Background: an optimization exercise with open tools, aiming at small area, a short achievable clock period and few clock cycles per item. Do not read the settings as production practice.
RTL that was checked went through simulation tests only; none was proved equivalent to the original.

==> inputs of fjord <==
==> flow/design.v <==
module fft_4pt #(
    parameter DATA_WIDTH = 16
) (
    input clk,
    input rst_n,
    input data_valid_in,
    input  signed [DATA_WIDTH-1:0] x0_r,
    input  signed [DATA_WIDTH-1:0] x0_i,
    input  signed [DATA_WIDTH-1:0] x1_r,
    input  signed [DATA_WIDTH-1:0] x1_i,
    input  signed [DATA_WIDTH-1:0] x2_r,
    input  signed [DATA_WIDTH-1:0] x2_i,
    input  signed [DATA_WIDTH-1:0] x3_r,
    input  signed [DATA_WIDTH-1:0] x3_i,
    output data_valid_out,
    output signed [DATA_WIDTH+1:0] X0_r,
    output signed [DATA_WIDTH+1:0] X0_i,
    output signed [DATA_WIDTH+1:0] X1_r,
    output signed [DATA_WIDTH+1:0] X1_i,
    output signed [DATA_WIDTH+1:0] X2_r,
    output signed [DATA_WIDTH+1:0] X2_i,
    output signed [DATA_WIDTH+1:0] X3_r,
    output signed [DATA_WIDTH+1:0] X3_i
);
    localparam S1_WIDTH = DATA_WIDTH + 1;
    localparam S2_WIDTH = DATA_WIDTH + 2;
    reg signed [DATA_WIDTH-1:0] x0_r_reg, x0_i_reg;
    reg signed [DATA_WIDTH-1:0] x2_r_reg, x2_i_reg;
    reg signed [DATA_WIDTH-1:0] x1_r_reg, x1_i_reg;
    reg signed [DATA_WIDTH-1:0] x3_r_reg, x3_i_reg;
    reg valid_s0;
    always @(posedge clk or negedge rst_n) begin
        if (!rst_n) begin
            x0_r_reg <= 0; x0_i_reg <= 0;
            x2_r_reg <= 0; x2_i_reg <= 0;
            x1_r_reg <= 0; x1_i_reg <= 0;
            x3_r_reg <= 0; x3_i_reg <= 0;
            valid_s0 <= 1'b0;
        end else begin
            x0_r_reg <= x0_r; x0_i_reg <= x0_i;
            x2_r_reg <= x2_r; x2_i_reg <= x2_i;
            x1_r_reg <= x1_r; x1_i_reg <= x1_i;
            x3_r_reg <= x3_r; x3_i_reg <= x3_i;
            valid_s0 <= data_valid_in;
        end
    end
    wire signed [S1_WIDTH-1:0] A_r, A_i, B_r, B_i;
    wire signed [S1_WIDTH-1:0] C_r, C_i, D_r, D_i;
    assign A_r = x0_r_reg + x2_r_reg;
    assign A_i = x0_i_reg + x2_i_reg;
    assign B_r = x0_r_reg - x2_r_reg;
    assign B_i = x0_i_reg - x2_i_reg;
    assign C_r = x1_r_reg + x3_r_reg;
    assign C_i = x1_i_reg + x3_i_reg;
    assign D_r = x1_r_reg - x3_r_reg;
    assign D_i = x1_i_reg - x3_i_reg;
    reg signed [S1_WIDTH-1:0] A_r_reg, A_i_reg, B_r_reg, B_i_reg;
    reg signed [S1_WIDTH-1:0] C_r_reg, C_i_reg, D_r_reg, D_i_reg;
    reg valid_s1;
    always @(posedge clk or negedge rst_n) begin
        if (!rst_n) begin
            A_r_reg <= 0; A_i_reg <= 0;
            B_r_reg <= 0; B_i_reg <= 0;
            C_r_reg <= 0; C_i_reg <= 0;
            D_r_reg <= 0; D_i_reg <= 0;
            valid_s1 <= 1'b0;
        end else begin
            A_r_reg <= A_r; A_i_reg <= A_i;
            B_r_reg <= B_r; B_i_reg <= B_i;
            C_r_reg <= C_r; C_i_reg <= C_i;
            D_r_reg <= D_r; D_i_reg <= D_i;
            valid_s1 <= valid_s0;
        end
    end
    wire signed [S2_WIDTH-1:0] X0_r_w, X0_i_w;
    wire signed [S2_WIDTH-1:0] X1_r_w, X1_i_w;
    wire signed [S2_WIDTH-1:0] X2_r_w, X2_i_w;
    wire signed [S2_WIDTH-1:0] X3_r_w, X3_i_w;
    assign X0_r_w = A_r_reg + C_r_reg;
    assign X0_i_w = A_i_reg + C_i_reg;
    assign X1_r_w = B_r_reg + D_i_reg;
    assign X1_i_w = B_i_reg - D_r_reg;
    assign X2_r_w = A_r_reg - C_r_reg;
    assign X2_i_w = A_i_reg - C_i_reg;
    assign X3_r_w = B_r_reg - D_i_reg;
    assign X3_i_w = B_i_reg + D_r_reg;
    reg signed [S2_WIDTH-1:0] X0_r_reg, X0_i_reg;
    reg signed [S2_WIDTH-1:0] X1_r_reg, X1_i_reg;
    reg signed [S2_WIDTH-1:0] X2_r_reg, X2_i_reg;
    reg signed [S2_WIDTH-1:0] X3_r_reg, X3_i_reg;
    reg valid_s2;
    always @(posedge clk or negedge rst_n) begin
        if (!rst_n) begin
            X0_r_reg <= 0; X0_i_reg <= 0;
            X1_r_reg <= 0; X1_i_reg <= 0;
            X2_r_reg <= 0; X2_i_reg <= 0;
            X3_r_reg <= 0; X3_i_reg <= 0;
            valid_s2 <= 1'b0;
        end else begin
            X0_r_reg <= X0_r_w; X0_i_reg <= X0_i_w;
            X1_r_reg <= X1_r_w; X1_i_reg <= X1_i_w;
            X2_r_reg <= X2_r_w; X2_i_reg <= X2_i_w;
            X3_r_reg <= X3_r_w; X3_i_reg <= X3_i_w;
            valid_s2 <= valid_s1;
        end
    end
    assign X0_r = X0_r_reg;
    assign X0_i = X0_i_reg;
    assign X1_r = X1_r_reg;
    assign X1_i = X1_i_reg;
    assign X2_r = X2_r_reg;
    assign X2_i = X2_i_reg;
    assign X3_r = X3_r_reg;
    assign X3_i = X3_i_reg;
    assign data_valid_out = valid_s2;
endmodule
==> flow/run.sh <==
#!/bin/bash
# synth_recipe.tcl (not shown) runs the flow's synth.tcl, then flattens the netlist and writes it again
# the make line also repeats each setting of config.mk as NAME=value (left out here)
make -C /OpenROAD-flow-scripts/flow DESIGN_CONFIG=/design/flow/config.mk WORK_HOME=/design/flow/orfs CLKGATE_MAP_FILE= SYNTH_SCRIPT=/design/flow/synth_recipe.tcl finish
==> flow/config.mk <==
export PLATFORM = sky130hd
export DESIGN_NAME = fft_4pt
export DESIGN_NICKNAME = fft_4pt
export VERILOG_FILES = /design/flow/design.v
export SDC_FILE = /design/flow/constraint.sdc
export NUM_CORES = 4
export LEC_CHECK = 0
export CAP_MARGIN = 20
export CORE_MARGIN = 2
export CORE_UTILIZATION = 40
export SLEW_MARGIN = 20
==> flow/constraint.sdc <==
create_clock -name core_clock -period 3.0 [get_ports {clk}]
set_input_delay 0.6000 -clock core_clock [delete_from_list [all_inputs] [get_ports {clk}]]
set_output_delay 0.6000 -clock core_clock [all_outputs]
set_load 0.01 [all_outputs]
==> inputs of yarrow, as changes to fjord <==
==> flow/design.v, changed modules only <==
module fft_4pt #(
    parameter DATA_WIDTH = 16
) (
    input clk,
    input rst_n,
    input data_valid_in,
    input  signed [DATA_WIDTH-1:0] x0_r,
    input  signed [DATA_WIDTH-1:0] x0_i,
    input  signed [DATA_WIDTH-1:0] x1_r,
    input  signed [DATA_WIDTH-1:0] x1_i,
    input  signed [DATA_WIDTH-1:0] x2_r,
    input  signed [DATA_WIDTH-1:0] x2_i,
    input  signed [DATA_WIDTH-1:0] x3_r,
    input  signed [DATA_WIDTH-1:0] x3_i,
    output data_valid_out,
    output signed [DATA_WIDTH+1:0] X0_r,
    output signed [DATA_WIDTH+1:0] X0_i,
    output signed [DATA_WIDTH+1:0] X1_r,
    output signed [DATA_WIDTH+1:0] X1_i,
    output signed [DATA_WIDTH+1:0] X2_r,
    output signed [DATA_WIDTH+1:0] X2_i,
    output signed [DATA_WIDTH+1:0] X3_r,
    output signed [DATA_WIDTH+1:0] X3_i
);
    localparam S1 = DATA_WIDTH + 1;    
    localparam S2 = DATA_WIDTH + 2;    
    localparam K  = 9;                 
    localparam HW = S2 - K;            
    reg signed [S1-1:0] A_r, A_i, B_r, B_i, C_r, C_i, D_r, D_i;
    always @(posedge clk) begin
        A_r <= x0_r + x2_r;  A_i <= x0_i + x2_i;
        B_r <= x0_r - x2_r;  B_i <= x0_i - x2_i;
        C_r <= x1_r + x3_r;  C_i <= x1_i + x3_i;
        D_r <= x1_r - x3_r;  D_i <= x1_i - x3_i;
    end
    function automatic [S2:0] bfly(input [S1-1:0] p, input [S1-1:0] q, input sub);
        reg [S1-1:0] qq;
        reg [K:0]    lo;
        reg [HW-1:0] hi;
        begin
            qq = sub ? ~q : q;
            lo = {1'b0, p[K-1:0]} + {1'b0, qq[K-1:0]} + {{K{1'b0}}, sub};
            hi = {p[S1-1], p[S1-1:K]} + {qq[S1-1], qq[S1-1:K]};
            bfly = {hi, lo};
        end
    endfunction
    reg [S2:0] Y0_r, Y0_i, Y1_r, Y1_i, Y2_r, Y2_i, Y3_r, Y3_i;
    always @(posedge clk) begin
        Y0_r <= bfly(A_r, C_r, 1'b0);  Y0_i <= bfly(A_i, C_i, 1'b0);
        Y1_r <= bfly(B_r, D_i, 1'b0);  Y1_i <= bfly(B_i, D_r, 1'b1);
        Y2_r <= bfly(A_r, C_r, 1'b1);  Y2_i <= bfly(A_i, C_i, 1'b1);
        Y3_r <= bfly(B_r, D_i, 1'b1);  Y3_i <= bfly(B_i, D_r, 1'b0);
    end
    reg valid_s1, valid_s2;
    always @(posedge clk or negedge rst_n) begin
        if (!rst_n) begin
            valid_s1 <= 1'b0;
            valid_s2 <= 1'b0;
        end else begin
            valid_s1 <= data_valid_in;
            valid_s2 <= valid_s1;
        end
    end
    function automatic [S2-1:0] fin(input [S2:0] y);
        fin = {y[S2:K+1] + {{(HW-1){1'b0}}, y[K]}, y[K-1:0]};
    endfunction
    assign X0_r = fin(Y0_r);  assign X0_i = fin(Y0_i);
    assign X1_r = fin(Y1_r);  assign X1_i = fin(Y1_i);
    assign X2_r = fin(Y2_r);  assign X2_i = fin(Y2_i);
    assign X3_r = fin(Y3_r);  assign X3_i = fin(Y3_i);
    assign data_valid_out = valid_s2;
endmodule
==> flow/flow/run.sh (new file) <==
#!/bin/bash
# The standard layout (standard.sh), with the port buffers that buffer_ports
# inserts made of plain buf_1 cells instead of its default delay buffer.
set -euo pipefail
cd "$(dirname "$0")/.."
echo "export BUFFER_PORTS_ARGS = -buffer_cell sky130_fd_sc_hd__buf_1" >> config.mk
bash standard.sh > standard.log 2>&1
==> flow/standard.sh (new file) <==
#!/bin/bash
# synth_recipe.tcl (not shown) runs the flow's synth.tcl, then flattens the netlist and writes it again
# the make line also repeats each setting of config.mk as NAME=value (left out here)
make -C /OpenROAD-flow-scripts/flow DESIGN_CONFIG=/design/flow/config.mk WORK_HOME=/design/flow/orfs CLKGATE_MAP_FILE= SYNTH_SCRIPT=/design/flow/synth_recipe.tcl "${@:-finish}"
Settings changed: BUFFER_PORTS_ARGS set to -buffer_cell sky130_fd_sc_hd__buf_1, CAP_MARGIN 20 to 0, CORE_UTILIZATION 40 to 62, CTS_BUF_LIST set to sky130_fd_sc_hd__clkbuf_4 sky130_fd_sc_hd__clkbuf_8, CTS_CLUSTER_DIAMETER set to 60, CTS_CLUSTER_SIZE set to 16, GPL_TIMING_DRIVEN set to 0, SETUP_SLACK_MARGIN set to 0.7, SLEW_MARGIN 20 to 0.
removed: flow/run.sh
==> inputs of delta, as changes to fjord <==
==> flow/design.v, changed modules only <==
module fft_4pt #(
    parameter DATA_WIDTH = 16
) (
    input clk,
    input rst_n,
    input data_valid_in,
    input  signed [DATA_WIDTH-1:0] x0_r,
    input  signed [DATA_WIDTH-1:0] x0_i,
    input  signed [DATA_WIDTH-1:0] x1_r,
    input  signed [DATA_WIDTH-1:0] x1_i,
    input  signed [DATA_WIDTH-1:0] x2_r,
    input  signed [DATA_WIDTH-1:0] x2_i,
    input  signed [DATA_WIDTH-1:0] x3_r,
    input  signed [DATA_WIDTH-1:0] x3_i,
    output data_valid_out,
    output signed [DATA_WIDTH+1:0] X0_r,
    output signed [DATA_WIDTH+1:0] X0_i,
    output signed [DATA_WIDTH+1:0] X1_r,
    output signed [DATA_WIDTH+1:0] X1_i,
    output signed [DATA_WIDTH+1:0] X2_r,
    output signed [DATA_WIDTH+1:0] X2_i,
    output signed [DATA_WIDTH+1:0] X3_r,
    output signed [DATA_WIDTH+1:0] X3_i
);
    localparam S1_WIDTH = DATA_WIDTH + 1;
    localparam S2_WIDTH = DATA_WIDTH + 2;
    reg signed [DATA_WIDTH-1:0] x0_r_reg, x0_i_reg;
    reg signed [DATA_WIDTH-1:0] x2_r_reg, x2_i_reg;
    reg signed [DATA_WIDTH-1:0] x1_r_reg, x1_i_reg;
    reg signed [DATA_WIDTH-1:0] x3_r_reg, x3_i_reg;
    reg valid_s0;
    always @(posedge clk or negedge rst_n) begin
        if (!rst_n) valid_s0 <= 1'b0;
        else        valid_s0 <= data_valid_in;
    end
    always @(posedge clk) begin
        begin
            x0_r_reg <= x0_r; x0_i_reg <= x0_i;
            x2_r_reg <= x2_r; x2_i_reg <= x2_i;
            x1_r_reg <= x1_r; x1_i_reg <= x1_i;
            x3_r_reg <= x3_r; x3_i_reg <= x3_i;
        end
    end
    wire signed [S1_WIDTH-1:0] A_r, A_i, B_r, B_i;
    wire signed [S1_WIDTH-1:0] C_r, C_i, D_r, D_i;
    assign A_r = x0_r_reg + x2_r_reg;
    assign A_i = x0_i_reg + x2_i_reg;
    assign B_r = x0_r_reg - x2_r_reg;
    assign B_i = x0_i_reg - x2_i_reg;
    assign C_r = x1_r_reg + x3_r_reg;
    assign C_i = x1_i_reg + x3_i_reg;
    assign D_r = x1_r_reg - x3_r_reg;
    assign D_i = x1_i_reg - x3_i_reg;
    reg signed [S1_WIDTH-1:0] A_r_reg, A_i_reg, B_r_reg, B_i_reg;
    reg signed [S1_WIDTH-1:0] C_r_reg, C_i_reg, D_r_reg, D_i_reg;
    reg valid_s1;
    always @(posedge clk or negedge rst_n) begin
        if (!rst_n) valid_s1 <= 1'b0;
        else        valid_s1 <= valid_s0;
    end
    always @(posedge clk) begin
        begin
            A_r_reg <= A_r; A_i_reg <= A_i;
            B_r_reg <= B_r; B_i_reg <= B_i;
            C_r_reg <= C_r; C_i_reg <= C_i;
            D_r_reg <= D_r; D_i_reg <= D_i;
        end
    end
    wire signed [S2_WIDTH-1:0] X0_r_w, X0_i_w;
    wire signed [S2_WIDTH-1:0] X1_r_w, X1_i_w;
    wire signed [S2_WIDTH-1:0] X2_r_w, X2_i_w;
    wire signed [S2_WIDTH-1:0] X3_r_w, X3_i_w;
    assign X0_r_w = A_r_reg + C_r_reg;
    assign X0_i_w = A_i_reg + C_i_reg;
    assign X1_r_w = B_r_reg + D_i_reg;
    assign X1_i_w = B_i_reg - D_r_reg;
    assign X2_r_w = A_r_reg - C_r_reg;
    assign X2_i_w = A_i_reg - C_i_reg;
    assign X3_r_w = B_r_reg - D_i_reg;
    assign X3_i_w = B_i_reg + D_r_reg;
    reg signed [S2_WIDTH-1:0] X0_r_reg, X0_i_reg;
    reg signed [S2_WIDTH-1:0] X1_r_reg, X1_i_reg;
    reg signed [S2_WIDTH-1:0] X2_r_reg, X2_i_reg;
    reg signed [S2_WIDTH-1:0] X3_r_reg, X3_i_reg;
    reg valid_s2;
    always @(posedge clk or negedge rst_n) begin
        if (!rst_n) valid_s2 <= 1'b0;
        else        valid_s2 <= valid_s1;
    end
    always @(posedge clk) begin
        begin
            X0_r_reg <= X0_r_w; X0_i_reg <= X0_i_w;
            X1_r_reg <= X1_r_w; X1_i_reg <= X1_i_w;
            X2_r_reg <= X2_r_w; X2_i_reg <= X2_i_w;
            X3_r_reg <= X3_r_w; X3_i_reg <= X3_i_w;
        end
    end
    assign X0_r = X0_r_reg;
    assign X0_i = X0_i_reg;
    assign X1_r = X1_r_reg;
    assign X1_i = X1_i_reg;
    assign X2_r = X2_r_reg;
    assign X2_i = X2_i_reg;
    assign X3_r = X3_r_reg;
    assign X3_i = X3_i_reg;
    assign data_valid_out = valid_s2;
endmodule
==> notes.md <==
item	delta	yarrow	fjord
Number of sinks driven by the clock tree	403	282	403
Number of diodes	1	0	0
Timing-limited maximum frequency	0.3661 GHz	0.4169 GHz	0.3613 GHz
Share of final layout cell area taken by non-clock buffers	10.78%	9.996%	10.65%
Source-to-sink clock delay at the later pin of the worst-skew pair	0.58 ns	0.59 ns	0.58 ns
Final routed wirelength across all metal layers	55790 um	44490 um	63140 um
Pre-CTS setup slack	0.3068 ns	0.1050 ns	0.1658 ns
Outcome	complete, no violations	complete, no violations	complete, no violations
Detailed Routing Iterations Pass 1	6	5	5
Endpoint of the worst register-to-register path	X3_r_reg[16]	Y2_r[8]	X1_i_reg[14]
Sequential cell count of the final layout	403	282	403
Time the final worst path needs with I/O delays and setup	2.732 ns	2.398 ns	2.768 ns
Nature of the critical path endpoint	flop	output pin	flop
Adder-cell share of the synthesized area	16.99%	20.96%	15.42%
Unrepaired setup endpoints after global routing	no	yes	no
Fraction of the yosys area taken by sequential cells	37.90%	29.75%	42.91%
CTS buffer count	45	26	47
Routed wire per std cell	17.00 um	15.17 um	18.39 um
Fraction of layout cells with a size suffix above 1	4.784%	13.60%	5.247%
Post-synthesis cell type count	90	75	87
Testbench counts of fjord, summed over its fixed seeds: cycles 8,024, items 8,000.
No functional check of the RTL was part of yarrow and delta.

-- afterwards: timing with drivers on the ports --
The results above use ideal ports. As a check the final layouts listed here were re-extracted and re-timed, cells and wires unchanged. Step 1 sets driving cells, clkbuf_16 on the clock port and buf_2 on the other inputs (assumed; they add their load-dependent delay and slew). Step 2 also shifts input and output timing later by t, the mid clock arrival at the registers, as if the neighbouring blocks saw the same clock. Three values: ideal, step 1, step 2; two values: the first two.
run	t, ns	slack for setup (ns)	worst setup path after step 2	latest minus earliest clock arrival (ns)
fjord	0.625	0.232 / 0.232 / 0.232	register to register	0.018 / 0.018
yarrow	0.621	0.602 / 0.551 / 0.089	input to register	0.032 / 0.031
delta	0.621	0.268 / 0.268 / 0.268	register to register	0.025 / 0.025
After both steps setup and hold are still met in every run listed. The setup slack of yarrow, which loses most, moves by -0.051 ns with the drivers and by -0.513 ns with both steps.
